Context: an optimization exercise on an open-source flow, tuned for small area. The choices shown serve that exercise and are no tape-out recipe.
Only simulation tests tie the RTL to the original design; equivalence was not proved.
The clock input has no modelled driver; a real chip could not lean on it and would need a root buffer or a full tree.
No activity file was given, so power comes from the tool's default toggle rates.

==> flow/design.v <==
`timescale 1ns / 1ps
module top(
    input wire clk,
    input wire rstn,
    input wire uart_rx,
    output wire uart_tx,
    input wire [3:0] switches,
    output wire spi_cs,
    output wire spi_dq0,
    input wire spi_dq1,
    output wire spi_dq2,
    output wire spi_dq3,
    output wire spi_sck,
    output wire speaker_mute,
    output wire mclk,
    input wire i2c_scl_i,
    output wire i2c_scl_o,
    output wire i2c_scl_t,
    input wire i2c_sda_i,
    output wire i2c_sda_o,
    output wire i2c_sda_t,
    output wire i2s_lrclk,
    output wire i2s_dacdat,
    input wire i2s_adcdat,
    output wire i2s_bclk,
    output wire [31:0] bram_addra,
    input wire [31:0] bram_douta,
    output wire bram_ena,
    output wire bram_rsta
    );
    wire rst = ~rstn;
    assign speaker_mute = 1'b0;
    assign spi_cs = 1'b1;
    assign spi_dq0 = 1'b0;
    assign spi_dq2 = 1'b0;
    assign spi_dq3 = 1'b0;
    assign spi_sck = 1'b0;
    assign bram_rsta = 1'b0;
    assign bram_ena = 1'b1;
    assign i2c_scl_t = 1'b0;
    assign uart_tx = uart_rx;
    reg [1:0] m3;
    always @(posedge clk) begin
        if (rst) m3 <= 2'd0;
        else m3 <= {m3[0], ~m3[1] & ~m3[0]};
    end
    reg [4:0] b;
    reg [1:0] v;
    reg [3:0] u;
    wire b_end = &b;
    wire step = b_end & v[1];            
    wire load = step & (&u[2:0]);        
    wire rise = load & ~u[3];
    always @(posedge clk) begin
        if (rst) begin
            b <= 5'd0;
            v <= 2'd0;
            u <= 4'd0;
        end else begin
            b <= b ^ {&b[3:0], &b[2:0], &b[1:0], b[0], 1'b1};
            v <= v ^ {b_end & (v[1] | v[0]), b_end & ~v[1]};
            u <= u ^ {load, step & u[1] & u[0], step & u[0], step};
        end
    end
    assign i2s_bclk = b[4];
    assign mclk = b[0] ^ m3[0];
    assign i2s_lrclk = u[3];
    reg [11:0] k;
    wire [11:0] kinc;
    genvar gi;
    assign kinc[0] = rise;
    generate for (gi = 1; gi < 12; gi = gi + 1) begin : kc
        assign kinc[gi] = kinc[gi-1] & k[gi-1];
    end endgenerate
    always @(posedge clk) begin
        if (rst | (rise & (&k[11:7]) & (&k[4:2]))) k <= 12'd0;
        else k <= k ^ kinc;
    end
    assign bram_addra = {20'b0, k[11:2], 2'b0};
    reg [23:0] d;
    always @(posedge clk) begin
        if (load) d <= bram_douta[31:8];
    end
    wire [7:0] col0 = {d[2], d[5], d[8], d[11], d[14], d[17], d[20], d[23]};
    wire [7:0] col1 = {d[1], d[4], d[7], d[10], d[13], d[16], d[19], d[22]};
    wire [7:0] col2 = {d[0], d[3], d[6], d[9], d[12], d[15], d[18], d[21]};
    wire [7:0] col = v[1] ? col2 : (v[0] ? col1 : col0);
    wire dbit = col[u[2:0]];
    reg [3:0] t;
    reg [1:0] s;
    reg [3:0] n;
    wire tail = &s;
    wire h = u[0] ^ t[0] ^ tail;
    wire i2c_done = t[3] & t[0];
    wire hold = i2c_done & n[2];
    wire adv = step & ~hold;
    wire wrap_t = adv & tail & n[3];                         
    wire end_byte = adv & h & ~tail & n[3] & (~s[1] | n[0]);  
    wire inc_n = adv & h & ~(~tail & n[3] & (~s[1] | n[0]));
    wire inc_t = end_byte & s[1];
    always @(posedge clk) begin
        if (rst) begin
            t <= 4'd0;
            s <= 2'd3;
            n <= 4'd7;
        end else begin
            n <= n ^ {(inc_n & n[2] & n[1] & n[0]) | end_byte | wrap_t,
                      inc_n & n[1] & n[0], inc_n & n[0], inc_n | (end_byte & n[0])};
            s <= s ^ {(end_byte & s[0]) | wrap_t, end_byte | wrap_t};
            t <= t ^ {inc_t & t[2] & t[1] & t[0], inc_t & t[1] & t[0], inc_t & t[0], inc_t};
        end
    end
    wire [15:0] w;
    assign w[0] = (t[0] & t[2]) | (t[1]);
    assign w[1] = (t[0] & t[1] & ~t[2]);
    assign w[2] = (~t[0] & t[1]) | (t[1] & ~t[2]);
    assign w[3] = (t[0] & ~t[1] & t[2]);
    assign w[4] = (t[0] & ~t[2]) | (t[1] & ~t[2]);
    assign w[5] = (~t[0] & t[1] & t[2]) | (t[0] & ~t[1] & ~t[2]) | (t[3]);
    assign w[6] = (~t[0] & t[1] & t[2]) | (t[0] & ~t[1] & ~t[2]) | (t[3]);
    assign w[7] = (~t[0] & t[1] & t[2]);
    assign w[8] = (~t[0] & t[1] & t[2]) | (t[0] & t[1] & ~t[2]);
    assign w[9] = (~t[0] & ~t[1] & ~t[3]) | (t[0] & t[1]) | (t[0] & t[2]);
    assign w[10] = (~t[0] & t[1] & t[2]) | (t[0] & ~t[1]) | (~t[1] & ~t[2]);
    assign w[11] = (~t[0] & ~t[2]) | (~t[1]);
    assign w[12] = (~t[0] & ~t[1] & ~t[2] & ~t[3]) | (t[0] & t[1] & t[2]);
    assign w[13] = 1'b0;
    assign w[14] = 1'b0;
    assign w[15] = 1'b0;
    wire [7:0] cur = s[1] ? w[7:0] : (s[0] ? w[15:8] : 8'b00110100);
    wire tbit = cur[~n[2:0]];
    wire scl_w = h | tail;
    wire sdat_w = ~tail & n[3] & ~n[0];
    wire sda_w = ~n[3] & (tail | tbit);
    reg sda_dly;
    always @(posedge clk) sda_dly <= sda_w;
    assign i2c_scl_o = scl_w;
    assign i2c_sda_t = sdat_w;
    assign i2c_sda_o = sda_dly;
    wire valid = (|k) | i2c_done;
    assign i2s_dacdat = switches[0] ? i2s_adcdat : (valid & dbit);
endmodule
export LEC_CHECK = 0
export CAP_MARGIN = 20
export CORE_MARGIN = 2
export CORE_UTILIZATION = 80
export PLACE_DENSITY = 0.9
export SLEW_MARGIN = 20
create_clock -name core_clock -period 13.5 [get_ports {clk}]
standard.sh (not shown) runs the stock make flow with config.mk's settings and CLKGATE_MAP_FILE= SYNTH_SCRIPT=/design/flow/synth_recipe.tcl, a recipe that flattens the netlist after the stock synthesis.
==> flow/flow/run.sh <==
#!/bin/bash
set -euo pipefail
export SKIP_REPAIR_TIE_FANOUT=1
export BUFFER_PORTS_ARGS="-buffer_cell sky130_fd_sc_hd__buf_1"
export CLOCK_LEAF_CELL=sky130_fd_sc_hd__clkbuf_8
export CLOCK_LEAVES=3
export PRE_CTS_TCL=$PWD/flow/cts_pre.tcl
export POST_FLOORPLAN_TCL=$PWD/flow/tie_merge.tcl
bash standard.sh > standard.log 2>&1
==> flow/flow/cts_pre.tcl <==
set block [ord::get_db_block]
set db [ord::get_db]
set master [$db findMaster $::env(CLOCK_LEAF_CELL)]
set k $::env(CLOCK_LEAVES)
set clknet [$block findNet clk]
set sinks {}
set xs {}
set ys {}
foreach it [$clknet getITerms] {
  set loc [[$it getInst] getLocation]
  lappend sinks $it
  lappend xs [lindex $loc 0]
  lappend ys [lindex $loc 1]
}
set n [llength $sinks]
# start from sinks spread along the sorted x+y order
set order [lsort -integer -indices [lmap x $xs y $ys {expr {$x + $y}}]]
set cx {}
set cy {}
for {set c 0} {$c < $k} {incr c} {
  set i [lindex $order [expr {int(($c + 0.5) * $n / $k)}]]
  lappend cx [lindex $xs $i]
  lappend cy [lindex $ys $i]
}
set cap [expr {int(ceil(double($n) / $k)) + 1}]
for {set iter 0} {$iter < 30} {incr iter} {
  # balanced assignment: nearest centre with room left, sinks farthest from
  # their best centre first
  set cnt [lrepeat $k 0]
  set asg [lrepeat $n -1]
  set pref {}
  for {set i 0} {$i < $n} {incr i} {
    set best 1e18
    for {set c 0} {$c < $k} {incr c} {
      set d [expr {abs([lindex $xs $i] - [lindex $cx $c]) + abs([lindex $ys $i] - [lindex $cy $c])}]
      if {$d < $best} { set best $d }
    }
    lappend pref [list $i $best]
  }
  foreach p [lsort -real -decreasing -index 1 $pref] {
    set i [lindex $p 0]
    set best 1e18
    set bc -1
    for {set c 0} {$c < $k} {incr c} {
      if {[lindex $cnt $c] >= $cap} continue
      set d [expr {abs([lindex $xs $i] - [lindex $cx $c]) + abs([lindex $ys $i] - [lindex $cy $c])}]
      if {$d < $best} { set best $d; set bc $c }
    }
    lset asg $i $bc
    lset cnt $bc [expr {[lindex $cnt $bc] + 1}]
  }
  set sx [lrepeat $k 0]
  set sy [lrepeat $k 0]
  for {set i 0} {$i < $n} {incr i} {
    set c [lindex $asg $i]
    lset sx $c [expr {[lindex $sx $c] + [lindex $xs $i]}]
    lset sy $c [expr {[lindex $sy $c] + [lindex $ys $i]}]
  }
  for {set c 0} {$c < $k} {incr c} {
    if {[lindex $cnt $c] > 0} {
      lset cx $c [expr {[lindex $sx $c] / [lindex $cnt $c]}]
      lset cy $c [expr {[lindex $sy $c] / [lindex $cnt $c]}]
    }
  }
}
for {set c 0} {$c < $k} {incr c} {
  set buf [odb::dbInst_create $block $master clkbuf_leaf_$c]
  set net [odb::dbNet_create $block clknet_leaf_$c]
  $net setSigType CLOCK
  [$buf findITerm A] connect $clknet
  [$buf findITerm X] connect $net
  $buf setLocation [expr {int([lindex $cx $c])}] [expr {int([lindex $cy $c])}]
  $buf setPlacementStatus PLACED
  set nets($c) $net
}
for {set i 0} {$i < $n} {incr i} {
  set it [lindex $sinks $i]
  $it disconnect
  $it connect $nets([lindex $asg $i])
}
puts "clock: $k x [$master getName] drive $n clock pins, groups of [lsort -integer $cnt]"
proc clock_tree_synthesis {args} {
  puts "clock_tree_synthesis skipped: clock buffered by cts_pre.tcl"
}
==> flow/flow/tie_merge.tcl <==
# One conb cell has both a HI and a LO output: drive the constant-1 and the
# constant-0 nets from the same cell and remove the other tie cell.
set block [ord::get_db_block]
set ties {}
foreach inst [$block getInsts] {
  if {[[$inst getMaster] getName] eq "sky130_fd_sc_hd__conb_1"} { lappend ties $inst }
}
if {[llength $ties] == 2} {
  set keep [lindex $ties 0]
  set drop [lindex $ties 1]
  foreach pin {HI LO} {
    set dnet [[$drop findITerm $pin] getNet]
    if {$dnet eq "NULL" || $dnet eq ""} continue
    set knet [[$keep findITerm $pin] getNet]
    if {$knet ne "NULL" && $knet ne ""} {
      puts "tie_merge: both cells drive $pin, left as is"
      return
    }
    [$drop findITerm $pin] disconnect
    [$keep findITerm $pin] connect $dnet
  }
  odb::dbInst_destroy $drop
  puts "tie_merge: [$keep getName] drives both constants"
}
The baseline completed with no timing, DRC or antenna violations.
Then changed:
==> flow/flow/run.sh (replaced) <==
#!/bin/bash
set -euo pipefail
export SKIP_REPAIR_TIE_FANOUT=1
export BUFFER_PORTS_ARGS="-buffer_cell sky130_fd_sc_hd__buf_1"
export CLOCK_LEAF_CELL=sky130_fd_sc_hd__clkbuf_16
export CLOCK_LEAVES=2
export PRE_CTS_TCL=$PWD/flow/cts_pre.tcl
export POST_FLOORPLAN_TCL=$PWD/flow/tie_merge.tcl
bash standard.sh > standard.log 2>&1
Settings changed: CAP_MARGIN 20 to 0, CORE_UTILIZATION 80 to 65, PLACE_DENSITY 0.9 to 0.75, SLEW_MARGIN 20 to 0.
The changed run finished clean.
Fmax rose by 0.70%.
Power rose by 1.8%.
Final area stays flat.
Utilization fell by 14 points.
Combinational power hardly moves.
Synthesized area stays the same.
Register-to-register slack is worse by 0.26 ns.
Final cell count rose by 0.94%.
Wire length fell by 15%.
Then changed:
--- a/flow/flow/run.sh
+++ b/flow/flow/run.sh
@@ -6,4 +6,3 @@
 export CLOCK_LEAVES=2
 export PRE_CTS_TCL=$PWD/flow/cts_pre.tcl
-export POST_FLOORPLAN_TCL=$PWD/flow/tie_merge.tcl
 bash standard.sh > standard.log 2>&1
Settings changed: CAP_MARGIN 0 to 20, SLEW_MARGIN 0 to 20.
removed: flow/flow/tie_merge.tcl
After rerunning:
- synthesized cell count is unchanged
- first-iteration DRC count went up by 3.8%
- sequential power stays flat
- wire length went up by about 5%
- total power stays flat
- cell area stays flat
- setup slack loses 0.0061 ns
- fmax stays flat
- final cell count went up by about 0.3%
- core utilization went up by 0.20 points
- combinational power barely changes
No run of this note takes its clock network from TritonCTS; it comes from the design's own scripts or RTL.

-- re-timing with driven ports --
No port has a modelled driver above. Below, the same layouts with a new extraction and two added sets of constraints. Step 1: set_driving_cell puts a clkbuf_16 on clk and a buf_2 on each other input, an assumption about the parent block. Step 2 also shifts input and output timing later by t, the mid clock arrival at the registers, as if the neighbouring blocks saw the same clock. Three values: ideal ports, drivers, drivers and shift; two values: the first two.
run | t, ns | setup slack, ns | latest minus earliest clock arrival (ns) | worst data-port slew with drivers (ns)
the first run | 0.212 | 7.503 / 7.474 / 7.474 | 0.011 / 0.011 | 0.06
the second run | 0.208 | 7.545 / 7.526 / 7.526 | 0.005 / 0.005 | 0.06
the third run | 0.207 | 7.539 / 7.519 / 7.519 | 0.006 / 0.006 | 0.06
After both steps setup and hold are still met in every run listed. The setup slack of the first run, which loses most, moves by -0.029 ns with the drivers and by -0.029 ns with both steps.
